From an optimization exercise on the open Yosys and OpenROAD flow, aimed at small area and a short achievable clock period; shortcuts taken in it are not production practice.
The RTL of this run was laid out without a check of its function.
Power and IR drop assume default switching activity.

## flow/config.mk

```make
export PLATFORM = sky130hd
export DESIGN_NAME = DALU
export DESIGN_NICKNAME = DALU
export VERILOG_FILES = /design/flow/design.v
export SDC_FILE = /design/flow/constraint.sdc
export NUM_CORES = 4
export LEC_CHECK = 0
export ABC_AREA = 1
export CAP_MARGIN = 20
export CORE_MARGIN = 2
export CORE_UTILIZATION = 40
export CTS_BUF_LIST = sky130_fd_sc_hd__clkbuf_8
export SLEW_MARGIN = 20
export SYNTH_HIERARCHICAL = 1
export SYNTH_MINIMUM_KEEP_SIZE = 0
export BUFFER_PORTS_ARGS = -buffer_cell sky130_fd_sc_hd__buf_2
export SETUP_SLACK_MARGIN = 5.3
```

## flow/constraint.sdc

```tcl
create_clock -name core_clock -period 9.0 [get_ports {clk}]
set_input_delay 1.8000 -clock core_clock [delete_from_list [all_inputs] [get_ports {clk}]]
set_output_delay 1.8000 -clock core_clock [all_outputs]
set_load 0.01 [all_outputs]
```

## flow/design.v

```verilog
module DALU(clk, rst, in_valid, instruction, out_valid, out);
input clk, rst, in_valid;
input [18:0] instruction;
output [15:0] out;
output reg out_valid;
wire [18:0] ins = instruction;
wire [2:0] op = ins[18:16];
wire [5:0] s = ins[15:10];
wire [5:0] tt = ins[9:4];
wire [3:0] f = ins[3:0];
wire op0 = op == 3'd0, mo1 = op == 3'd1, mo2 = op == 3'd2, mo3 = op == 3'd3, mo4 = op == 3'd4;
wire mlog = op0 & (f == 4'd0 | f == 4'd1 | f == 4'd2);
wire madd = op0 & (f == 4'd3);
wire msub = op0 & (f == 4'd4);
wire selAs = madd | msub | mo3 | mo4;
wire aT = mo1 & ~f[1] & f[0], aN = mo1 & f[1] & f[0], aN2 = mo1 & f[1] & ~f[0];
wire bT = mo1 & ~f[3] & (f[2] ^ f[1]), bT2 = mo1 & ~f[3] & f[2] & f[1];
wire bN = mo1 & f[3] & (f[2] ^ f[1]), bN2 = mo1 & f[3] & ~f[2] & ~f[1];
wire pass = (op0 & (f <= 4'd4)) | mo3 | mo4;
wire [5:0] lg = f[1] ? (s ^ tt) : f[0] ? (s | tt) : (s & tt);
wire [6:0] nt;
assign nt[0] = tt[0];
assign nt[1] = tt[1] ^ tt[0];
assign nt[2] = tt[2] ^ (tt[1] | tt[0]);
assign nt[3] = tt[3] ^ (tt[2] | tt[1] | tt[0]);
assign nt[4] = tt[4] ^ (tt[3] | tt[2] | tt[1] | tt[0]);
assign nt[5] = tt[5] ^ (tt[4] | tt[3] | tt[2] | tt[1] | tt[0]);
assign nt[6] = ~tt[5] & (tt[5] | tt[4] | tt[3] | tt[2] | tt[1] | tt[0]);
wire [7:0] w;
wire a0 = ~(s[1]);
wire a1, a2;
DALU_ha u_a1 (.a(s[2]), .b(tt[2]), .s(a1), .co(a2));
wire a3 = ~(s[3] ^ tt[3]);
wire a4 = s[3] | tt[3];
wire a5 = ~(s[4]);
wire a6 = ~(~s[5]);
wire a7, a8;
DALU_ha u_a7 (.a(s[0]), .b(tt[0]), .s(a7), .co(a8));
wire a9, a10;
DALU_fa u_a9 (.a(tt[1]), .b(f[1]), .c(a0), .s(a9), .co(a10));
wire a11, a12;
DALU_fa u_a11 (.a(f[2]), .b(s[1]), .c(a1), .s(a11), .co(a12));
wire a13, a14;
DALU_fa u_a13 (.a(~f[3]), .b(a2), .c(a3), .s(a13), .co(a14));
wire a15, a16;
DALU_fa u_a15 (.a(tt[4]), .b(a5), .c(a4), .s(a15), .co(a16));
wire a17, a18;
DALU_fa u_a17 (.a(~tt[5]), .b(s[4]), .c(a6), .s(a17), .co(a18));
wire a19, a20;
DALU_ha u_a19 (.a(f[0]), .b(a7), .s(a19), .co(a20));
wire a21, a22;
DALU_ha u_a21 (.a(a8), .b(a9), .s(a21), .co(a22));
wire a23, a24;
DALU_ha u_a23 (.a(a10), .b(a11), .s(a23), .co(a24));
wire a25, a26;
DALU_ha u_a25 (.a(a12), .b(a13), .s(a25), .co(a26));
wire a27, a28;
DALU_ha u_a27 (.a(a14), .b(a15), .s(a27), .co(a28));
wire a29, a30;
DALU_ha u_a29 (.a(a17), .b(a16), .s(a29), .co(a30));
wire a31, a32;
DALU_ha u_a31 (.a(~s[5]), .b(a18), .s(a31), .co(a32));
wire a33 = a22 | (a21 & a20);
wire a34 = a21 & a19;
wire a35 = a26 | (a25 & a24);
wire a36 = a25 & a23;
wire a37 = a30 | (a29 & a28);
wire a38 = a29 & a27;
wire a39 = 1'b1 & a32;
wire a40 = 1'b1 & a31;
wire a41 = a24 | (a23 & a33);
wire a42 = a23 & a34;
wire a43 = a35 | (a36 & a33);
wire a44 = a36 & a34;
wire a45 = a32 | (a31 & a37);
wire a46 = a31 & a38;
wire a47 = a39 | (a40 & a37);
wire a48 = a40 & a38;
wire a49 = a28 | (a27 & a43);
wire a50 = a27 & a44;
wire a51 = a37 | (a38 & a43);
wire a52 = a38 & a44;
wire a53 = a45 | (a46 & a43);
wire a54 = a46 & a44;
wire a55 = a47 | (a48 & a43);
wire a56 = a48 & a44;
wire a57 = a21 ^ a20;
wire a58 = a23 ^ a33;
wire a59 = a25 ^ a41;
wire a60 = a27 ^ a43;
wire a61 = a29 ^ a49;
wire a62 = a31 ^ a51;
wire a63 = 1'b1 ^ a53;
assign w[0] = a19;
assign w[1] = a57;
assign w[2] = a58;
assign w[3] = a59;
assign w[4] = a60;
assign w[5] = a61;
assign w[6] = a62;
assign w[7] = a63;
wire aM = mo2 & ~w[1];
reg v1;
reg ya0;
reg ya1;
reg ya2;
reg ya3;
reg ya4;
reg ya5;
reg ya6;
reg ya7;
reg yb0;
reg yb1;
reg yb2;
reg yb3;
reg yb4;
reg yb5;
reg yb6;
reg yb7;
reg yb8;
reg yb9;
reg yc0;
reg x0;
reg x1;
reg x2;
reg x3;
reg x4;
reg x5;
reg e0;
reg f0;
reg plo0;
reg plo1;
reg plo2;
reg plo3;
reg plo4;
reg plo5;
reg pc0;
reg pa0;
reg pa1;
reg pa2;
reg pa3;
reg pa4;
reg pa5;
reg pa6;
reg pa7;
reg pb0;
reg pb1;
reg pb2;
reg pb3;
reg pb5;
reg pb6;
reg pb7;
always @(posedge clk) begin
  v1 <= in_valid & ~rst;
  out_valid <= v1 & ~rst;
  ya0 <= (selAs & s[0]) | (mlog & lg[0]) | (aT & tt[0]) | (aN & nt[0]);
  ya1 <= (selAs & s[1]) | (mlog & lg[1]) | (aT & tt[1]) | (aN & nt[1]) | (aN2 & nt[0]);
  ya2 <= (selAs & s[2]) | (mlog & lg[2]) | (aT & tt[2]) | (aN & nt[2]) | (aN2 & nt[1]);
  ya3 <= (selAs & s[3]) | (mlog & lg[3]) | (aT & tt[3]) | (aN & nt[3]) | (aN2 & nt[2]);
  ya4 <= (selAs & s[4]) | (mlog & lg[4]) | (aT & tt[4]) | (aN & nt[4]) | (aN2 & nt[3]) | aM;
  ya5 <= (selAs & s[5]) | (mlog & lg[5]) | (aT & tt[5]) | (aN & nt[5]) | (aN2 & nt[4]) | aM;
  ya6 <= (selAs & s[5]) | (mlog & lg[5]) | (aT & tt[5]) | (aN & nt[6]) | (aN2 & nt[5]) | aM;
  ya7 <= (selAs & s[5]) | (mlog & lg[5]) | (aT & tt[5]) | (aN & nt[6]) | (aN2 & nt[6]) | aM;
  yb0 <= (madd & tt[0]) | (msub & nt[0]) | (mo3 & ins[0]) | (mo4 & ~ins[0]);
  yb1 <= (madd & tt[1]) | (msub & nt[1]) | (mo3 & ins[1]) | (mo4 & ~ins[1]);
  yb2 <= (madd & tt[2]) | (msub & nt[2]) | (mo3 & ins[2]) | (mo4 & ~ins[2]) | (bT & tt[0]) | (bN & nt[0]);
  yb3 <= (madd & tt[3]) | (msub & nt[3]) | (mo3 & ins[3]) | (mo4 & ~ins[3]) | (bT & tt[1]) | (bT2 & tt[0]) | (bN & nt[1]) | (bN2 & nt[0]) | (mo2 & w[0]);
  yb4 <= (madd & tt[4]) | (msub & nt[4]) | (mo3 & ins[4]) | (mo4 & ~ins[4]) | (bT & tt[2]) | (bT2 & tt[1]) | (bN & nt[2]) | (bN2 & nt[1]) | (mo2 & w[2]);
  yb5 <= (madd & tt[5]) | (msub & nt[5]) | (mo3 & ins[5]) | (mo4 & ~ins[5]) | (bT & tt[3]) | (bT2 & tt[2]) | (bN & nt[3]) | (bN2 & nt[2]) | (mo2 & w[3]);
  yb6 <= (madd & tt[5]) | (msub & nt[6]) | (mo3 & ins[6]) | (mo4 & ~ins[6]) | (bT & tt[4]) | (bT2 & tt[3]) | (bN & nt[4]) | (bN2 & nt[3]) | (mo2 & w[4]);
  yb7 <= (madd & tt[5]) | (msub & nt[6]) | (mo3 & ins[7]) | (mo4 & ~ins[7]) | (bT & tt[5]) | (bT2 & tt[4]) | (bN & nt[5]) | (bN2 & nt[4]) | (mo2 & w[5]);
  yb8 <= (madd & tt[5]) | (msub & nt[6]) | (mo3 & ins[8]) | (mo4 & ~ins[8]) | (bT & tt[5]) | (bT2 & tt[5]) | (bN & nt[6]) | (bN2 & nt[5]) | (mo2 & w[6]);
  yb9 <= (madd & tt[5]) | (msub & nt[6]) | (mo3 & ins[9]) | (mo4 & ~ins[9]) | (bT & tt[5]) | (bT2 & tt[5]) | (bN & nt[6]) | (bN2 & nt[6]) | (mo2 & w[7]);
  yc0 <= mo4;
  x0 <= mo1 ? s[0] : mo2 ? w[2] : pass;
  x1 <= mo1 ? s[1] : mo2 ? w[3] : 1'b0;
  x2 <= mo1 ? s[2] : mo2 ? w[4] : 1'b0;
  x3 <= mo1 ? s[3] : mo2 ? w[5] : 1'b0;
  x4 <= mo1 ? s[4] : mo2 ? w[6] : 1'b0;
  x5 <= mo1 ? s[5] : mo2 ? w[7] : 1'b0;
  e0 <= mo2 & w[0];
  f0 <= mo2 & ~w[1] & ~w[0];
  plo0 <= m221;
  plo1 <= m223;
  plo2 <= m225;
  plo3 <= m227;
  plo4 <= m229;
  plo5 <= m231;
  pc0 <= m232;
  pa0 <= m160;
  pa1 <= m168;
  pa2 <= m176;
  pa3 <= m184;
  pa4 <= m201;
  pa5 <= m209;
  pa6 <= m210;
  pa7 <= m219;
  pb0 <= m167;
  pb1 <= m175;
  pb2 <= m183;
  pb3 <= m191;
  pb5 <= m202;
  pb6 <= m215;
  pb7 <= m216;
end
wire [10:0] y;
wire m0, m1;
DALU_ha u_m0 (.a(ya0), .b(yb0), .s(m0), .co(m1));
wire m2, m3;
DALU_ha u_m2 (.a(ya1), .b(yb1), .s(m2), .co(m3));
wire m4, m5;
DALU_ha u_m4 (.a(ya2), .b(yb2), .s(m4), .co(m5));
wire m6, m7;
DALU_ha u_m6 (.a(ya3), .b(yb3), .s(m6), .co(m7));
wire m8, m9;
DALU_ha u_m8 (.a(ya4), .b(yb4), .s(m8), .co(m9));
wire m10, m11;
DALU_ha u_m10 (.a(ya5), .b(yb5), .s(m10), .co(m11));
wire m12, m13;
DALU_ha u_m12 (.a(ya6), .b(yb6), .s(m12), .co(m13));
wire m14, m15;
DALU_ha u_m14 (.a(ya7), .b(yb7), .s(m14), .co(m15));
wire m16, m17;
DALU_ha u_m16 (.a(ya7), .b(yb8), .s(m16), .co(m17));
wire m18, m19;
DALU_ha u_m18 (.a(ya7), .b(yb9), .s(m18), .co(m19));
wire m20, m21;
DALU_ha u_m20 (.a(ya7), .b(yb9), .s(m20), .co(m21));
wire m22 = m3 | (m2 & m1);
wire m23 = m2 & m0;
wire m24 = m7 | (m6 & m5);
wire m25 = m6 & m4;
wire m26 = m11 | (m10 & m9);
wire m27 = m10 & m8;
wire m28 = m15 | (m14 & m13);
wire m29 = m14 & m12;
wire m30 = m19 | (m18 & m17);
wire m31 = m18 & m16;
wire m32 = m5 | (m4 & m22);
wire m33 = m4 & m23;
wire m34 = m24 | (m25 & m22);
wire m35 = m25 & m23;
wire m36 = m13 | (m12 & m26);
wire m37 = m12 & m27;
wire m38 = m28 | (m29 & m26);
wire m39 = m29 & m27;
wire m40 = m21 | (m20 & m30);
wire m41 = m20 & m31;
wire m42 = m9 | (m8 & m34);
wire m43 = m8 & m35;
wire m44 = m26 | (m27 & m34);
wire m45 = m27 & m35;
wire m46 = m36 | (m37 & m34);
wire m47 = m37 & m35;
wire m48 = m38 | (m39 & m34);
wire m49 = m39 & m35;
wire m50 = m17 | (m16 & m48);
wire m51 = m16 & m49;
wire m52 = m30 | (m31 & m48);
wire m53 = m31 & m49;
wire m54 = m40 | (m41 & m48);
wire m55 = m41 & m49;
wire m56 = m1 | (m0 & yc0);
wire m57 = m22 | (m23 & yc0);
wire m58 = m32 | (m33 & yc0);
wire m59 = m34 | (m35 & yc0);
wire m60 = m42 | (m43 & yc0);
wire m61 = m44 | (m45 & yc0);
wire m62 = m46 | (m47 & yc0);
wire m63 = m48 | (m49 & yc0);
wire m64 = m50 | (m51 & yc0);
wire m65 = m52 | (m53 & yc0);
wire m66 = m54 | (m55 & yc0);
wire m67 = m0 ^ yc0;
wire m68 = m2 ^ m56;
wire m69 = m4 ^ m57;
wire m70 = m6 ^ m58;
wire m71 = m8 ^ m59;
wire m72 = m10 ^ m60;
wire m73 = m12 ^ m61;
wire m74 = m14 ^ m62;
wire m75 = m16 ^ m63;
wire m76 = m18 ^ m64;
wire m77 = m20 ^ m65;
assign y[0] = m67;
assign y[1] = m68;
assign y[2] = m69;
assign y[3] = m70;
assign y[4] = m71;
assign y[5] = m72;
assign y[6] = m73;
assign y[7] = m74;
assign y[8] = m75;
assign y[9] = m76;
assign y[10] = m77;
wire m78 = x0 & y[0];
wire m79 = x0 & y[1];
wire m80 = x0 & y[2];
wire m81 = x0 & y[3];
wire m82 = x0 & y[4];
wire m83 = x0 & y[5];
wire m84 = x0 & y[6];
wire m85 = x0 & y[7];
wire m86 = x0 & y[8];
wire m87 = x0 & y[9];
wire m88 = ~(x0 & y[10]);
wire m89 = x1 & y[0];
wire m90 = x1 & y[1];
wire m91 = x1 & y[2];
wire m92 = x1 & y[3];
wire m93 = x1 & y[4];
wire m94 = x1 & y[5];
wire m95 = x1 & y[6];
wire m96 = x1 & y[7];
wire m97 = x1 & y[8];
wire m98 = x1 & y[9];
wire m99 = ~(x1 & y[10]);
wire m100 = x2 & y[0];
wire m101 = x2 & y[1];
wire m102 = x2 & y[2];
wire m103 = x2 & y[3];
wire m104 = x2 & y[4];
wire m105 = x2 & y[5];
wire m106 = x2 & y[6];
wire m107 = x2 & y[7];
wire m108 = x2 & y[8];
wire m109 = x2 & y[9];
wire m110 = ~(x2 & y[10]);
wire m111 = x3 & y[0];
wire m112 = x3 & y[1];
wire m113 = x3 & y[2];
wire m114 = x3 & y[3];
wire m115 = x3 & y[4];
wire m116 = x3 & y[5];
wire m117 = x3 & y[6];
wire m118 = x3 & y[7];
wire m119 = x3 & y[8];
wire m120 = x3 & y[9];
wire m121 = ~(x3 & y[10]);
wire m122 = x4 & y[0];
wire m123 = x4 & y[1];
wire m124 = x4 & y[2];
wire m125 = x4 & y[3];
wire m126 = x4 & y[4];
wire m127 = x4 & y[5];
wire m128 = x4 & y[6];
wire m129 = x4 & y[7];
wire m130 = x4 & y[8];
wire m131 = x4 & y[9];
wire m132 = ~(x5 & y[0]);
wire m133 = ~(x5 & y[1]);
wire m134 = ~(x5 & y[2]);
wire m135 = ~(x5 & y[3]);
wire m136 = ~(x5 & y[4]);
wire m137 = ~(x5 & y[5]);
wire m138 = ~(x5 & y[6]);
wire m139 = ~(x5 & y[7]);
wire m140 = ~(x5 & y[8]);
wire m141, m142;
DALU_fa u_m141 (.a(f0), .b(m100), .c(m90), .s(m141), .co(m142));
wire m143, m144;
DALU_fa u_m143 (.a(m111), .b(m101), .c(m91), .s(m143), .co(m144));
wire m145, m146;
DALU_fa u_m145 (.a(m81), .b(m142), .c(m143), .s(m145), .co(m146));
wire m147, m148;
DALU_fa u_m147 (.a(m122), .b(m112), .c(m102), .s(m147), .co(m148));
wire m149, m150;
DALU_fa u_m149 (.a(m92), .b(m82), .c(m144), .s(m149), .co(m150));
wire m151, m152;
DALU_fa u_m151 (.a(m147), .b(m146), .c(m149), .s(m151), .co(m152));
wire m153 = ~(m132 ^ m123);
wire m154 = m132 | m123;
wire m155, m156;
DALU_fa u_m155 (.a(m113), .b(m103), .c(m93), .s(m155), .co(m156));
wire m157, m158;
DALU_fa u_m157 (.a(m153), .b(m83), .c(m148), .s(m157), .co(m158));
wire m159, m160;
DALU_fa u_m159 (.a(m155), .b(m150), .c(m157), .s(m159), .co(m160));
wire m161, m162;
DALU_fa u_m161 (.a(m133), .b(m124), .c(m114), .s(m161), .co(m162));
wire m163, m164;
DALU_fa u_m163 (.a(m104), .b(m154), .c(m94), .s(m163), .co(m164));
wire m165, m166;
DALU_fa u_m165 (.a(m84), .b(m161), .c(m156), .s(m165), .co(m166));
wire m167, m168;
DALU_fa u_m167 (.a(m158), .b(m163), .c(m165), .s(m167), .co(m168));
wire m169, m170;
DALU_fa u_m169 (.a(m134), .b(m125), .c(m115), .s(m169), .co(m170));
wire m171, m172;
DALU_fa u_m171 (.a(m105), .b(m95), .c(m162), .s(m171), .co(m172));
wire m173, m174;
DALU_fa u_m173 (.a(m85), .b(m169), .c(m164), .s(m173), .co(m174));
wire m175, m176;
DALU_fa u_m175 (.a(m171), .b(m166), .c(m173), .s(m175), .co(m176));
wire m177, m178;
DALU_fa u_m177 (.a(m135), .b(m126), .c(m116), .s(m177), .co(m178));
wire m179, m180;
DALU_fa u_m179 (.a(m106), .b(m96), .c(m170), .s(m179), .co(m180));
wire m181, m182;
DALU_fa u_m181 (.a(m86), .b(m177), .c(m172), .s(m181), .co(m182));
wire m183, m184;
DALU_fa u_m183 (.a(m179), .b(m174), .c(m181), .s(m183), .co(m184));
wire m185, m186;
DALU_fa u_m185 (.a(m136), .b(m127), .c(m117), .s(m185), .co(m186));
wire m187, m188;
DALU_fa u_m187 (.a(m107), .b(m87), .c(m97), .s(m187), .co(m188));
wire m189, m190;
DALU_fa u_m189 (.a(m178), .b(m185), .c(m180), .s(m189), .co(m190));
wire m191, m192;
DALU_fa u_m191 (.a(m187), .b(m182), .c(m189), .s(m191), .co(m192));
wire m193 = ~(m137 ^ m128);
wire m194 = m137 | m128;
wire m195, m196;
DALU_fa u_m195 (.a(m118), .b(m88), .c(m98), .s(m195), .co(m196));
wire m197, m198;
DALU_fa u_m197 (.a(m108), .b(m186), .c(m193), .s(m197), .co(m198));
wire m199, m200;
DALU_fa u_m199 (.a(m188), .b(m195), .c(m197), .s(m199), .co(m200));
wire m201, m202;
DALU_fa u_m201 (.a(m190), .b(m199), .c(m192), .s(m201), .co(m202));
wire m203, m204;
DALU_fa u_m203 (.a(m138), .b(m129), .c(m99), .s(m203), .co(m204));
wire m205, m206;
DALU_fa u_m205 (.a(m109), .b(m119), .c(m194), .s(m205), .co(m206));
wire m207, m208;
DALU_fa u_m207 (.a(m196), .b(m203), .c(m198), .s(m207), .co(m208));
wire m209, m210;
DALU_fa u_m209 (.a(m205), .b(m200), .c(m207), .s(m209), .co(m210));
wire m211, m212;
DALU_fa u_m211 (.a(m139), .b(m110), .c(m120), .s(m211), .co(m212));
wire m213, m214;
DALU_fa u_m213 (.a(m130), .b(m204), .c(m211), .s(m213), .co(m214));
wire m215, m216;
DALU_fa u_m215 (.a(m206), .b(m213), .c(m208), .s(m215), .co(m216));
wire m217, m218;
DALU_fa u_m217 (.a(m121), .b(m131), .c(m140), .s(m217), .co(m218));
wire m219, m220;
DALU_fa u_m219 (.a(m212), .b(m217), .c(m214), .s(m219), .co(m220));
wire m221, m222;
DALU_ha u_m221 (.a(e0), .b(m78), .s(m221), .co(m222));
wire m223, m224;
DALU_fa u_m223 (.a(m89), .b(m79), .c(m222), .s(m223), .co(m224));
wire m225, m226;
DALU_fa u_m225 (.a(m80), .b(m141), .c(m224), .s(m225), .co(m226));
wire m227, m228;
DALU_ha u_m227 (.a(m145), .b(m226), .s(m227), .co(m228));
wire m229, m230;
DALU_ha u_m229 (.a(m151), .b(m228), .s(m229), .co(m230));
wire m231, m232;
DALU_fa u_m231 (.a(m152), .b(m159), .c(m230), .s(m231), .co(m232));
wire [7:0] phi;
wire o0, o1;
DALU_ha u_o0 (.a(pa0), .b(pb0), .s(o0), .co(o1));
wire o2, o3;
DALU_ha u_o2 (.a(pa1), .b(pb1), .s(o2), .co(o3));
wire o4, o5;
DALU_ha u_o4 (.a(pa2), .b(pb2), .s(o4), .co(o5));
wire o6, o7;
DALU_ha u_o6 (.a(pa3), .b(pb3), .s(o6), .co(o7));
wire o8, o9;
DALU_ha u_o8 (.a(pa5), .b(pb5), .s(o8), .co(o9));
wire o10, o11;
DALU_ha u_o10 (.a(pa6), .b(pb6), .s(o10), .co(o11));
wire o12, o13;
DALU_ha u_o12 (.a(pa7), .b(pb7), .s(o12), .co(o13));
wire o14 = o3 | (o2 & o1);
wire o15 = o2 & o0;
wire o16 = o7 | (o6 & o5);
wire o17 = o6 & o4;
wire o18 = o8 & pa4;
wire o19 = o13 | (o12 & o11);
wire o20 = o12 & o10;
wire o21 = o5 | (o4 & o14);
wire o22 = o4 & o15;
wire o23 = o16 | (o17 & o14);
wire o24 = o17 & o15;
wire o25 = o11 | (o10 & o9);
wire o26 = o10 & o18;
wire o27 = o19 | (o20 & o9);
wire o28 = o20 & o18;
wire o29 = pa4 & o23;
wire o30 = pa4 & o24;
wire o31 = o9 | (o18 & o23);
wire o32 = o18 & o24;
wire o33 = o25 | (o26 & o23);
wire o34 = o26 & o24;
wire o35 = o27 | (o28 & o23);
wire o36 = o28 & o24;
wire o37 = o1 | (o0 & pc0);
wire o38 = o14 | (o15 & pc0);
wire o39 = o21 | (o22 & pc0);
wire o40 = o23 | (o24 & pc0);
wire o41 = o29 | (o30 & pc0);
wire o42 = o31 | (o32 & pc0);
wire o43 = o33 | (o34 & pc0);
wire o44 = o35 | (o36 & pc0);
wire o45 = o0 ^ pc0;
wire o46 = o2 ^ o37;
wire o47 = o4 ^ o38;
wire o48 = o6 ^ o39;
wire o49 = pa4 ^ o40;
wire o50 = o8 ^ o41;
wire o51 = o10 ^ o42;
wire o52 = o12 ^ o43;
assign phi[0] = o45;
assign phi[1] = o46;
assign phi[2] = o47;
assign phi[3] = o48;
assign phi[4] = o49;
assign phi[5] = o50;
assign phi[6] = o51;
assign phi[7] = o52;
wire [13:0] p = {phi, plo5, plo4, plo3, plo2, plo1, plo0};
assign out = {{2{p[13]}}, p};
endmodule
module DALU_fa(input a, input b, input c, output s, output co);
assign s = a ^ b ^ c;
assign co = (a & b) | (a & c) | (b & c);
endmodule
module DALU_ha(input a, input b, output s, output co);
assign s = a ^ b;
assign co = a & b;
endmodule
```

## flow/flow/run.sh

```bash
#!/bin/bash
# The standard layout, with the port buffers made of buf_2 cells instead of
# the resizer's default choice (a slow delay cell), and timing repair aiming
# at 5.3 ns of setup slack.
set -euo pipefail
echo 'export BUFFER_PORTS_ARGS = -buffer_cell sky130_fd_sc_hd__buf_2' >> config.mk
echo 'export SETUP_SLACK_MARGIN = 5.3' >> config.mk
bash standard.sh finish > flow.log 2>&1
```

## flow/standard.sh

```bash
#!/bin/bash
# synth_recipe.tcl (not shown) runs the flow's synth.tcl, then flattens the netlist and writes it again
# the make line also repeats each setting of config.mk as NAME=value (left out here)
make -C /OpenROAD-flow-scripts/flow DESIGN_CONFIG=/design/flow/config.mk WORK_HOME=/design/flow/orfs CLKGATE_MAP_FILE= SYNTH_SCRIPT=/design/flow/synth_recipe.tcl "${@:-finish}"
```

==> summary.txt <==
layout by cell type, fill, tap and decap left out, types with 2 or more instances in the layout:
cell type / Yosys / routed
nand2_1: 88 / 83
nor2_1: 79 / 77
inv_1: 64 / 61
dfxtp_1: 51 / 47
fa_1: 46 / 45
ha_1: 50 / 42
nand3_1: 43 / 37
buf_2: 1 / 34
a21oi_1: 31 / 25
nand2_2: 9 / 13
o21ai_0: 17 / 12
nand4_1: 11 / 11
buf_4: 17 / 10
inv_2: 7 / 9
o22ai_1: 9 / 9
ha_4: 0 / 8
nand3_2: 1 / 7
o211ai_1: 7 / 7
clkbuf_8: 0 / 7
a21oi_2: 0 / 6
clkinv_1: 5 / 5
nor3_1: 8 / 5
xor2_1: 7 / 5
nand2_4: 3 / 4
o21ai_2: 1 / 4
dfxtp_2: 0 / 4
xnor2_1: 4 / 3
or2_2: 4 / 3
nor2_2: 1 / 3
nor2_4: 3 / 3
or2_1: 2 / 2
inv_4: 1 / 2
xor2_2: 0 / 2
nand3_4: 2 / 2
nand4_4: 2 / 2
o221ai_1: 2 / 2
o21a_1: 2 / 2
nor3_2: 0 / 2
o21ai_1: 0 / 2
nand3b_1: 2 / 2
power by group:
part | switching [W] | leakage, nW | internal (W)
registers | 0.0000230 | 0.425 | 0.000279
clock network | 0.0000730 | 0.0557 | 0.0000692
logic | 0.000334 | 2.16 | 0.000246
total | 0.000430 | 2.64 | 0.000594
final timing paths:
check	from	to	cells past startpoint
setup / recovery	instruction[7]	x4	15
hold / removal	v1	out_valid	2
setup reg to reg	ya1	pa4	13
hold reg to reg	v1	out_valid	2
per-layer routing:
metal / share of wire (%) / GRT usage [%] / vias up
met2: 50 / 35.8 / 115
met5: 0 / 0 / -
met4: 2.3 / 5.37 / 0
li1: - / - / 1959
met1: 44 / 25.8 / 1964
met3: 4.3 / 2.14 / 21
critical path: cells and delay by family:
family | cells | cell delay (ns)
buffers and inverters | 5 | 0.43
and+or+nand+nor | 5 | 0.44
AOI/OAI and AO/OA | 2 | 0.23
adders and majority gates | 3 | 1.04
kinds of logic (layout without fill, tap and decap cells):
logic type                 Yosys count  after routing  synth area share [%]
AOI/OAI and AO/OA                   74             74                  9.08
xor gates and xnor gates            11             11                  2.03
adders and majority gates           96             96                  32.6
buffers and inverters               95            131                  8.95
DFF                                 51             51                  21.5
and+or+nand+nor                    258            258                  25.8
per-module statistics from Yosys, one instance, submodules excluded:
module   cell area, um^2  copies in the design  flip-flops and latches  cells inside
DALU                3440                     1                      51           509
DALU_ha             12.5                    30                       0             1
DALU_fa             20.0                    46                       0             1
repair_timing:
action	4_1_cts	5_1_grt
setup endpoints to repair	10	20
gates resized for setup	14	38
buffers inserted	4	4
pin swaps	5	13
through the flow:
step           utilization [%]  area, um^2  total power, W
2_1_floorplan                -        4790        0.000761
3_3_place_gp              43.8        5030        0.000814
3_5_place_dp              43.8        5030        0.000830
4_1_cts                   45.6        5230        0.000992
5_1_grt                   47.2        5420         0.00112
6_report                  47.2        5420         0.00102
cell type report:
class	count	area, um^2
multi-input combinational	439	3530
sequential	51	1030
clock inverter	1	3.75
fill	1104	6050
tap	143	179
inverter	77	307
timing repair buffer	46	277
clock buffer	7	96.3
==> impl_metrics.env <==
export IMPL_worstPathRequired_ns=9.23
export IMPL_clk_latency_ns=0.30
export IMPL_max_vdd_ir_drop_mv=0.196
export IMPL_synth_enable_flop_cells=0
export IMPL_fin_ws_ns=5.27
export IMPL_clock_fmax_mhz=268
export IMPL_grt_usage_pct=20.1
export IMPL_synth_cell_type_count=38
export IMPL_fin_hold_ws_ns=0.408
export IMPL_synth_top_cell_by_area="dfxtp_1"
export IMPL_grt_pass1_wl_um=20400
export IMPL_ys_seq_area_share_pct=21.5
export IMPL_ios=39
export IMPL_cp_max_fo=6
export IMPL_overflow=0
export IMPL_grt_max_degree=15
export IMPL_power_leakage_nw=2.64
export IMPL_first_iter_violations=280
export IMPL_dp_cells=748
export IMPL_avgSynthCellArea_um2=8.10
export IMPL_die_x_um=113
export IMPL_slew_violations=0
export IMPL_area_growth_pct=14.3
export IMPL_drtAntennaViolNets=0
export IMPL_cp_slowest_cell="fa_1"
export IMPL_dieHeight_um=113
export IMPL_async_flop_share_pct=0
export IMPL_die_area_um2=12700
export IMPL_tightest_slew_ns=0.863
export IMPL_io_buffers=38
export IMPL_synth_seq_cells=51
export IMPL_dr_pass1_iters=5
export IMPL_path_class="primary input to register"
export IMPL_place_gp_congestion=0.933
export IMPL_start_util_pct=41.3
export IMPL_finalSetupTns_ns=0
export IMPL_ctsHoldBuffers=0
export IMPL_max_cap_violations=0
export IMPL_nets=738
export IMPL_root_buffer="clkbuf_8"
export IMPL_place_hpwl_um=10000
export IMPL_cp_arrival_ns=3.96
export IMPL_synthTopCellsByArea="dfxtp_1, fa_1, ha_1"
export IMPL_tritoncts="built"
export IMPL_status="complete, no violations"
export IMPL_rsz0062_at_grt="yes"
export IMPL_setup_violations=0
export IMPL_netlist_area_um2=4740
export IMPL_powerDensity_nw_per_um2=189
export IMPL_synthesis_nets=703
export IMPL_clkSinkCount=51
export IMPL_hold_class="register to register"
export IMPL_yosys_warnings=7
export IMPL_final_cells=764
export IMPL_drive_above_1_share_pct=21.3
export IMPL_cts_htree_levels=2
export IMPL_drt_wl_total_um=12200
export IMPL_crit_path_end_kind="register"
export IMPL_clockBufferDepth=2
export IMPL_synth_commonest_cells="nand2_1, nor2_1, inv_1"
export IMPL_cp_cell_sequence="buf_12 -> inv_12 -> ha_4 -> inv_2 -> fa_1 -> ha_4 -> a21oi_2 -> nand2_2 -> buf_4 -> buf_4 -> nand3_1 -> nand2_1 -> nand2_1 -> nand3_1 -> o21ai_2"
export IMPL_finClkSkew_ns=0.00889
export IMPL_drc_errors=0
export IMPL_grt_pass1_vias=4179
export IMPL_row_count=39
export IMPL_core_um2=11500
export IMPL_max_stage_delay_ns=0.55
export IMPL_syn_instance_count=585
export IMPL_ys_flop_type="dfxtp_1"
export IMPL_pre_cts_ws_ns=4.82
export IMPL_path_clk_slew_ns=0.09
export IMPL_routed_via_density=5.31
export IMPL_synth_top_area_share_pct=21.5
export IMPL_rrSetupSlack_ns=5.42
export IMPL_cts_buffers=5
export IMPL_yosysMostFrequentCell="nand2_1"
export IMPL_relSlewSlack_pct=42.2
export IMPL_fin_crit_ns=3.73
export IMPL_wire_per_inst_um=15.9
export IMPL_vias=4059
export IMPL_start_kind="primary input"
export IMPL_min_period_over_period_pct=41.5
export IMPL_antenna_found_initial=0
export IMPL_finalHoldViolations=0
export IMPL_antenna_cells=0

[static timing again, ports no longer ideal]
How much do the figures lean on ideal ports? The routed layout below was timed once more, with nothing changed but the port constraints.
Step 1, drivers: a clkbuf_16 drives clk and a buf_2 each remaining input, both assumed.
Step 2 adds t to the input delays and takes it off the output delays; t is the mean of the earliest and latest rising clock arrival at the registers after step 1. Input paths then give back, and output paths get back, about the clock's delay inside the block.
a / b / c = no drivers / after step 1 / after step 2; a / b = the first two.
t (ns): 0.332
setup WS [ns]: 5.267 / 5.232 / 4.901
worst setup path after step 2: input to register
latest minus earliest clock arrival (ns): 0.009 / 0.009
After both steps setup and hold are still met in this run. The setup slack of this run moves by -0.035 ns with the drivers and by -0.366 ns with both steps.
